This design comes from an exercise in tuning for small area, a short achievable clock period and few clock cycles on the open sky130 flow, not from production work.
Function was checked by simulation only, so behaviour that the tests miss may differ from the original.

job 7782:
## arm_v
module arm_v(
	input wire clk,
	input wire reset,
	input wire [31:0] Instr,
	input wire [31:0] ReadData,
	output wire MemWrite,
	output wire [31:0] PC,
	output wire [31:0] DataAdr,
	output wire [31:0] WriteData
);
reg  [31:0] pcF;             
reg         vD;
reg  [31:0] irD;
reg  [31:0] A, B;            
reg  [31:0] mA;              
reg  [15:0] mOne, mTwo, mNeg;
reg         xWr;             
reg         xPc;             
reg         xLd;             
reg         xMul1;           
reg         xSub, xAnd, xOrr;
reg         xNZ, xCV;        
reg         xMemW;
reg  [3:0]  xRd;
reg  [3:0]  flags;           
reg  [31:0] rf [0:14];
function automatic [32:0] bkadd(input [31:0] a, input [31:0] b, input cin);
	reg [31:0] g, p, gg, pp;
	integer d, i;
	begin
		g  = a & b;
		p  = a ^ b;
		gg = g;
		pp = p;
		gg[0] = g[0] | (p[0] & cin);
		for (d = 1; d < 32; d = d * 2)
			for (i = 2 * d - 1; i < 32; i = i + 2 * d) begin
				gg[i] = gg[i] | (pp[i] & gg[i - d]);
  ...
export LEC_CHECK = 0
export ABC_AREA = 1
export CAP_MARGIN = 20
export CORE_MARGIN = 2
export CORE_UTILIZATION = 60
export CTS_CLUSTER_DIAMETER = 100
export CTS_CLUSTER_SIZE = 20
export SLEW_MARGIN = 20
create_clock -name core_clock -period 20.0 [get_ports {clk}]
standard.sh (not shown) runs the stock make flow with config.mk's settings and CLKGATE_MAP_FILE= SYNTH_SCRIPT=/design/flow/synth_recipe.tcl, a recipe that flattens the netlist after the stock synthesis.
==> flow/flow/run.sh <==
#!/bin/bash
# The standard layout, with timing repair aiming below the design's clock period:
# repair_timing treats paths with less than SETUP_SLACK_MARGIN ns of slack as violating.
set -euo pipefail
bash standard.sh synth > synth.log 2>&1
bash standard.sh SETUP_SLACK_MARGIN=14.8 finish > layout.log 2>&1
Every stage of the flow completed for job 7782, and the final layout passed the timing, DRC and antenna checks.
Testbench counts of job 7782, summed over its fixed seeds: cycles 33,391.
> inputs changed (job 7782 -> job 1538)
diff --git a/flow/design.v b/flow/design.v
--- a/flow/design.v
+++ b/flow/design.v
@@ -1053,20 +1053,19 @@
 	output wire MemWrite,
 	output wire [31:0] PC,
 	output wire [31:0] DataAdr,
 	output wire [31:0] WriteData
 );
 reg  [31:0] pcF;             
 reg         vD;
 reg  [31:0] irD;
 reg  [31:0] A, B;            
-reg  [31:0] mA;              
-reg  [15:0] mOne, mTwo, mNeg;
+reg  [15:0] mOne, mTwo;      
 reg         xWr;             
 reg         xPc;             
 reg         xLd;             
 reg         xMul1;           
 reg         xSub, xAnd, xOrr;
 reg         xNZ, xCV;        
 reg         xMemW;
 reg  [3:0]  xRd;
 reg  [3:0]  flags;           
@@ -1104,19 +1103,20 @@
 wire c32 = sum[32];
 wire [31:0] zt  = {A[30:0] | Bx[30:0], xSub};
 wire        zAdd = &(~(A ^ Bx ^ zt));
 wire        zLg  = ~|lg;
 wire fN = alu[31];
 wire fZ = xLg ? zLg : zAdd;
 wire fC = c32;
 wire fV = c31 ^ c32;
 wire [31:0] mS, mC;
-alu_v mul( .A(mA), .ONE(mOne), .TWO(mTwo), .NEG(mNeg), .S(mS), .C(mC) );
+alu_v mul( .A(A), .ONE(mOne), .TWO(mTwo), .NEG({B[31], B[29], B[27], B[25], B[23], B[21], B[19], B[17],
+                                            B[15], B[13], B[11], B[9], B[7], B[5], B[3], B[1]}), .S(mS), .C(mC) );
 wire xPcEff = xPc & ~xMul1;
 wire [3:0] cond = irD[31:28];
 wire [1:0] op   = irD[27:26];
 wire       dI   = irD[25];
 wire [3:0] cmd  = irD[24:21];
 wire       dS   = irD[20];
 wire [3:0] rn   = irD[19:16];
 wire [3:0] rd   = irD[15:12];
 wire [3:0] rm   = irD[3:0];
@@ -1234,22 +1234,20 @@
 			xPc   <= 1'b0;
 			xNZ   <= 1'b0;
 			xCV   <= 1'b0;
 			xMemW <= 1'b0;
 		end
 	end
 end
 always @(posedge clk) begin
 	if (~stall) irD <= Instr;
-	mA <= aNew;
 	mOne <= eOne;
 	mTwo <= eTwo;
-	mNeg <= eNeg;
 	A <= xMul1 ? mS : aNew;
 	B <= xMul1 ? mC : bNew;
 	if (~xMul1 & advD) begin
 		xRd  <= rd;
 		xLd  <= dLdr;
 		xSub <= dDP & (cSub | cCmp);
 		xAnd <= dDP & cAnd;
 		xOrr <= dDP & cOrr;
 	end
Notes after the runs:
- Job 1538 ended with every stage complete and zero timing, DRC or antenna violations.
- Changes observed in job 1538 relative to job 7782: number of placed instances with taps included fell by about 0.75%; weighted congestion reported at the end of routability-driven placement rose by about 4.3%; proportion of final cell area spent on non-clock buffers rose by 0.48 points; share of synthesized flip-flops with an asynchronous set or reset rose by 0.44 points.
- [compare] base=job 7782 new=job 1538: minimum hold slack saw a decrease; global-route usage saw little to no change; post-synthesis net count saw a decrease.
- Job 1538 has clock buffer count below what job 7782 had.
- The fraction of area in registers in job 1538 sits 1.2 points below the value recorded for job 7782.
- Total half-perimeter wirelength after legalization and detailed placement in job 1538 is 6.4 mm lower than in job 7782
- Sort job 1538 and job 7782 by number of cells on the worst reg-to-reg path, ascending, and job 1538 comes first.
- Maximum frequency, job 1538 and job 7782: larger value in job 7782
Testbench counts of job 1538, summed over its fixed seeds: cycles 33,391.

[port drivers added, routing unchanged]
No port has a modelled driver above. Below, the same layouts with a new extraction and two added sets of constraints. Step 1, drivers: a clkbuf_16 drives clk and a buf_2 each remaining input, both assumed. Step 2 moves the port delays by t, midway between the first and last clock arrival at a register: inputs arrive t later, outputs are due t later. That takes back most of the time a late clock gives input paths. Three values: ideal, step 1, step 2; two values: the first two.
run	shift t [ns]	slack for setup (ns)	hold slack, ns	latest minus earliest clock arrival (ns)	cell pins on the clock port's net
job 7782	0.705	14.717 / 14.643 / 14.098	0.530 / 0.530 / 0.530	0.051 / 0.050	1
job 1538	0.711	14.679 / 14.603 / 14.185	0.505 / 0.505 / 0.505	0.062 / 0.062	1
After both steps every run listed still meets setup and hold. The setup slack of job 7782, which loses most, moves by -0.074 ns with the drivers and by -0.619 ns with both steps.
